Source: an optimization exercise on an open RTL-to-GDS flow (aim: small area and a short achievable clock period). Production flows keep margins and buffers that such runs may drop. In this exercise RTL edits were held to simulation tests only and were not proved equivalent to the original.

==> flow/design.v <==
module float_mul(
	input wire clk,
	input wire [31:0] v1,
	input wire [31:0] v2,
	output wire [31:0] vres
);
	assign vres = res;
	reg [7:0] v1e;
	reg [7:0] v2e;
	reg [23:0] v1v;
	reg [23:0] v2v;
	reg v1o;
	reg v2o;
	reg [7:0] re;
	reg [47:0] rv;
	reg ro;
	reg [31:0] res;
	always @(posedge clk) begin
		v1e <= (v1[30:23] - 8'h7F);
		v2e <= (v2[30:23] - 8'h7F);
		v1v <= {1'b1, v1[22:0]};
		v2v <= {1'b1, v2[22:0]};
		v1o <= v1[31];
		v2o <= v2[31];
		re <= v1e + v2e;
		rv <= v1v * v2v;
		ro <= v1o ^ v2o;
		if (rv[47]) begin
			res <= {ro, re + 8'h80, rv[46:24] + {22'b0, rv[23]}};
		end else begin
			res <= {ro, re + 8'h7F, rv[45:23] + {22'b0, rv[22]}};
		end
	end
endmodule
==> flow/run.sh <==
#!/bin/bash
# synth_recipe.tcl (not shown) runs the flow's synth.tcl, then flattens the netlist and writes it again
# the make line also repeats each setting of config.mk as NAME=value (left out here)
make -C /OpenROAD-flow-scripts/flow DESIGN_CONFIG=/design/flow/config.mk WORK_HOME=/design/flow/orfs CLKGATE_MAP_FILE= SYNTH_SCRIPT=/design/flow/synth_recipe.tcl finish
==> flow/config.mk <==
export PLATFORM = sky130hd
export DESIGN_NAME = float_mul
export DESIGN_NICKNAME = float_mul
export VERILOG_FILES = /design/flow/design.v
export SDC_FILE = /design/flow/constraint.sdc
export NUM_CORES = 4
export LEC_CHECK = 0
export CAP_MARGIN = 20
export CORE_MARGIN = 2
export CORE_UTILIZATION = 40
export SLEW_MARGIN = 20
==> flow/constraint.sdc <==
create_clock -name core_clock -period 8.5 [get_ports {clk}]
set_input_delay 1.7000 -clock core_clock [delete_from_list [all_inputs] [get_ports {clk}]]
set_output_delay 1.7000 -clock core_clock [all_outputs]
set_load 0.01 [all_outputs]
==> run notes <==
## cell usage after synthesis (3+ instances only)
cell,instances
dfxtp_1,131
nor3_1,15
inv_1,577
fa_1,482
and3_1,12
nor2_1,77
nand3_1,23
xor2_1,39
a21o_1,27
and2_1,241
nand2_1,322
and4_1,4
xnor2_1,55
o211ai_1,4
a31oi_1,6
a21oi_1,54
o21bai_1,9
o21a_1,7
o21ai_0,25
clkbuf_1,112
nand4_1,13
a311oi_1,3
ha_1,183
nor4_1,5
## through the flow
step	hold slack [ps]	area (um^2)
2_1_floorplan	309.6	22530
3_3_place_gp	316.1	24350
3_5_place_dp	313.8	24350
4_1_cts	333.6	24920
5_1_grt	343.5	24930
6_report	329.3	24930
## registers in the layout, summed over array words and instances, names as in the netlist
signal,flops
v1o,1
ro,1
v2o,1
v2v,23
rv,26
re,8
res,32
v2e,8
v1v,23
v1e,8
## how the worst max path moves through the flow
stage,start,endpoint,slack (ps)
floorplan,v1v[21],rv[44],2190
detailed placement,v2v[8],rv[38],940
CTS,v2v[8],rv[38],890
global route,v2v[8],rv[38],340
global placement,v2v[4],rv[38],960
finish,v2v[8],rv[38],900
## kinds of logic (layout without fill, tap and decap cells)
logic type	after synthesis	count (layout)	share of synthesized area, %
buffers and inverters	692	752	11.53
xor gates and xnor gates	94	94	3.654
and+or+nand+nor	724	724	15.56
muxes	3	3	0.1444
adders and majority gates	665	665	52.98
AOI/OAI and AO/OA	154	154	4.487
DFF	131	131	11.64
## critical path, delay by kind of cell, from the launching register on
family,cells,cell delay (ps)
compound gates,8,2010
xor+xnor,1,160
fa+ha+maj,8,3710
buf+inv,3,570
flops,1,760
simple gates,1,260
## metal layers
metal | vias up | global-route usage [%] | share of wire [%]
li1 | 7317 | - | -
met1 | 8428 | 29.92 | 41
met2 | 553 | 39.39 | 48
met3 | 98 | 4.205 | 6.7
met4 | 0 | 8.623 | 3.3
met5 | - | 0 | 0
## cell type report
class	instances	area share, %
repair buffers	142	5.241
clock buffers	17	1.707
inverters	579	8.719
well taps	748	3.755
multi-input cells	1640	69.45
flip-flops and latches	131	10.53
clock inverters	14	0.5923
==> impl_metrics.tcl <==
set metrics [dict create \
    ios 97 \
    timing.hold.worst_path_depth 0 \
    layout-drive-gt1-share_pct 3.607 \
    postSynth.asyncResetShare_pct 0 \
    placement.setup.worst_slack_ps 938.2 \
    globalplace.congestion 0.9189 \
    drt_first_iter_violations 928 \
    cts_sinks 131 \
    rsz0062_at_grt "false" \
    final_antenna_net_count 0 \
    reg2reg_slack_ps 900 \
    via_count_of_the_first_global_routing_pass 18460 \
    max_clock_freq_mhz 131.5 \
    dieArea_mm2 0.05825 \
    finalWirelength_um 62700 \
    post_drt_via_cell_ratio 5.013 \
    end_kind "flop" \
    yosys_reg_bits 131 \
    drc 0 \
    area.sequential_mm2 0.002625 \
    h-tree-depth 4 \
    maxSlewViolCount 0 \
    cts-root-buf "clkbuf_16" \
    critPathMaxFanout 16 \
    synth.largest_area_cell "fa_1" \
    num_antenna_cells 0 \
    min-delay-start "ro" \
    max_slew_margin_pct 21.55 \
    final.setup.tns_ps 0 \
    final_critical_path_setup_slack_ps 897.5 \
    cts_tree "built" \
    synthToLayoutAreaGrowth_pct 10.62 \
    seq_area_frac_synth_pct 11.64 \
    netlist_area_mm2 0.02253 \
    number_of_antenna_violations_at_the_first_check_in_global_routing 2 \
    fillCellCount 5401 \
    timing.critical_path.slowest_stage_cell "dfxtp_1" \
    layoutNonFillerInstCount 3271 \
    chipWidth_um 241.3 \
    cts_post_setup_buffers_inserted 0 \
    synth_enable_flop_cells 0 \
    critPathRequiredTime_ps 8860 \
    die_height_um 241.3 \
    worstMarginPinSlew_ps 1175 \
    r2r-end "rv[38]" \
    start_util_pct 40.66 \
    min_period_ps 7603 \
    synth_top_flop_cell "dfxtp_1" \
    cts-hold-fix-buffers 0 \
    final_common_cell "inv_1" \
    count_of_mapped_cells_out_of_synthesis 2463 \
    clkTransAtPathRegs_ps 90 \
    reg2reg_depth 21 \
    source_of_the_worst_register_to_register_timing_path "v2v[8]" \
    yosysTopAreaCellShare_pct 42.82 \
    highest_count_cells_in_the_layout_ignoring_fill_and_taps "inv_1 (577), fa_1 (482), nand2_1 (322)" \
    core_area_mm2 0.05542 \
    grt-ovfl-total 0 \
    cts-resized-gates 0 \
    layout_worst_path_cycle_share_pct 89.44 \
    grt_pass1_wl_um 101700 \
    yosys_cell_types 52 \
    critPathArrivalTime_ps 7960 \
    grt.total_usage_pct 23.32 \
    critical_path_class "reg2reg" \
    cts_max_path_buffers 2 \
    whs_endpoint "res[31]" \
    synth.top_cells.by_area "fa_1 (43%), dfxtp_1 (12%), ha_1 (10%)" \
    yosysWarningCount 1 \
    worst_skew_pair.late_latency_ps 490 \
    first_pass_iters 5 \
    clock-skew-final_ps 21.58 \
    min-delay-path-class "reg2reg" \
    post-dp-hpwl_um 50870 \
    critical_path.most_common_cell "fa_1" \
    fin_nets 3241 \
    average_footprint_of_a_synthesized_cell_um2 9.149 \
    category_of_the_worst_setup_path_launch_point "flop" \
    port_buffers 96 \
    grt_max_degree 54 \
    cts-buffers-inserted 17 \
    max_stage_delay_ps 760 \
    placedCellCount 3240 \
    vias 16400 \
    outcome "no timing/DRC/antenna violations" \
    finalSetupViolCount 0 \
    post_layout_util_pct 44.98 \
    hold_viol_final 0 \
    post_drt_wl_per_cell_um 19.17 \
    multiInputGateArea_mm2 0.01731 \
    floorplan.rows 86 \
    post_synthesis_net_count 3193 \
    drv.max_cap_violation_count 0 \
    cp_cell_sequence "clkinv_1, nor2_1, fa_1, fa_1, inv_1, fa_1, inv_1, fa_1, fa_1, fa_1, fa_1, ha_1, a21oi_1, o211ai_1, a311oi_1, o221ai_1, a31oi_1, o21ai_0, a21oi_1, o21ai_0, xor2_1" \
]

## what the ideal ports hide
In the flow no input, the clock included, has a driving cell. The finished layout below was timed again as built, in two steps.
Step 1 (the two cells are an assumption about what drives the block):
set clk [get_ports {clk}]
set_driving_cell -lib_cell sky130_fd_sc_hd__clkbuf_16 $clk
set_driving_cell -lib_cell sky130_fd_sc_hd__buf_2 [delete_from_list [all_inputs] $clk]
Step 2 adds t to the input delays and takes it off the output delays; t is the mean of the earliest and latest rising clock arrival at the registers after step 1. Input paths then give back, and output paths get back, about the clock's delay inside the block.
Slacks: ideal ports / drivers / drivers and shift; pairs: ideal ports / drivers.
t, ns: 0.535
setup WS [ns]: 0.897 / 0.897 / 0.897
worst register clock-pin slew, ns: 0.09 / 0.09
After both steps this run still meets setup and hold. For this run, drivers alone change the setup slack by 0.000 ns; drivers and shift together by 0.000 ns.
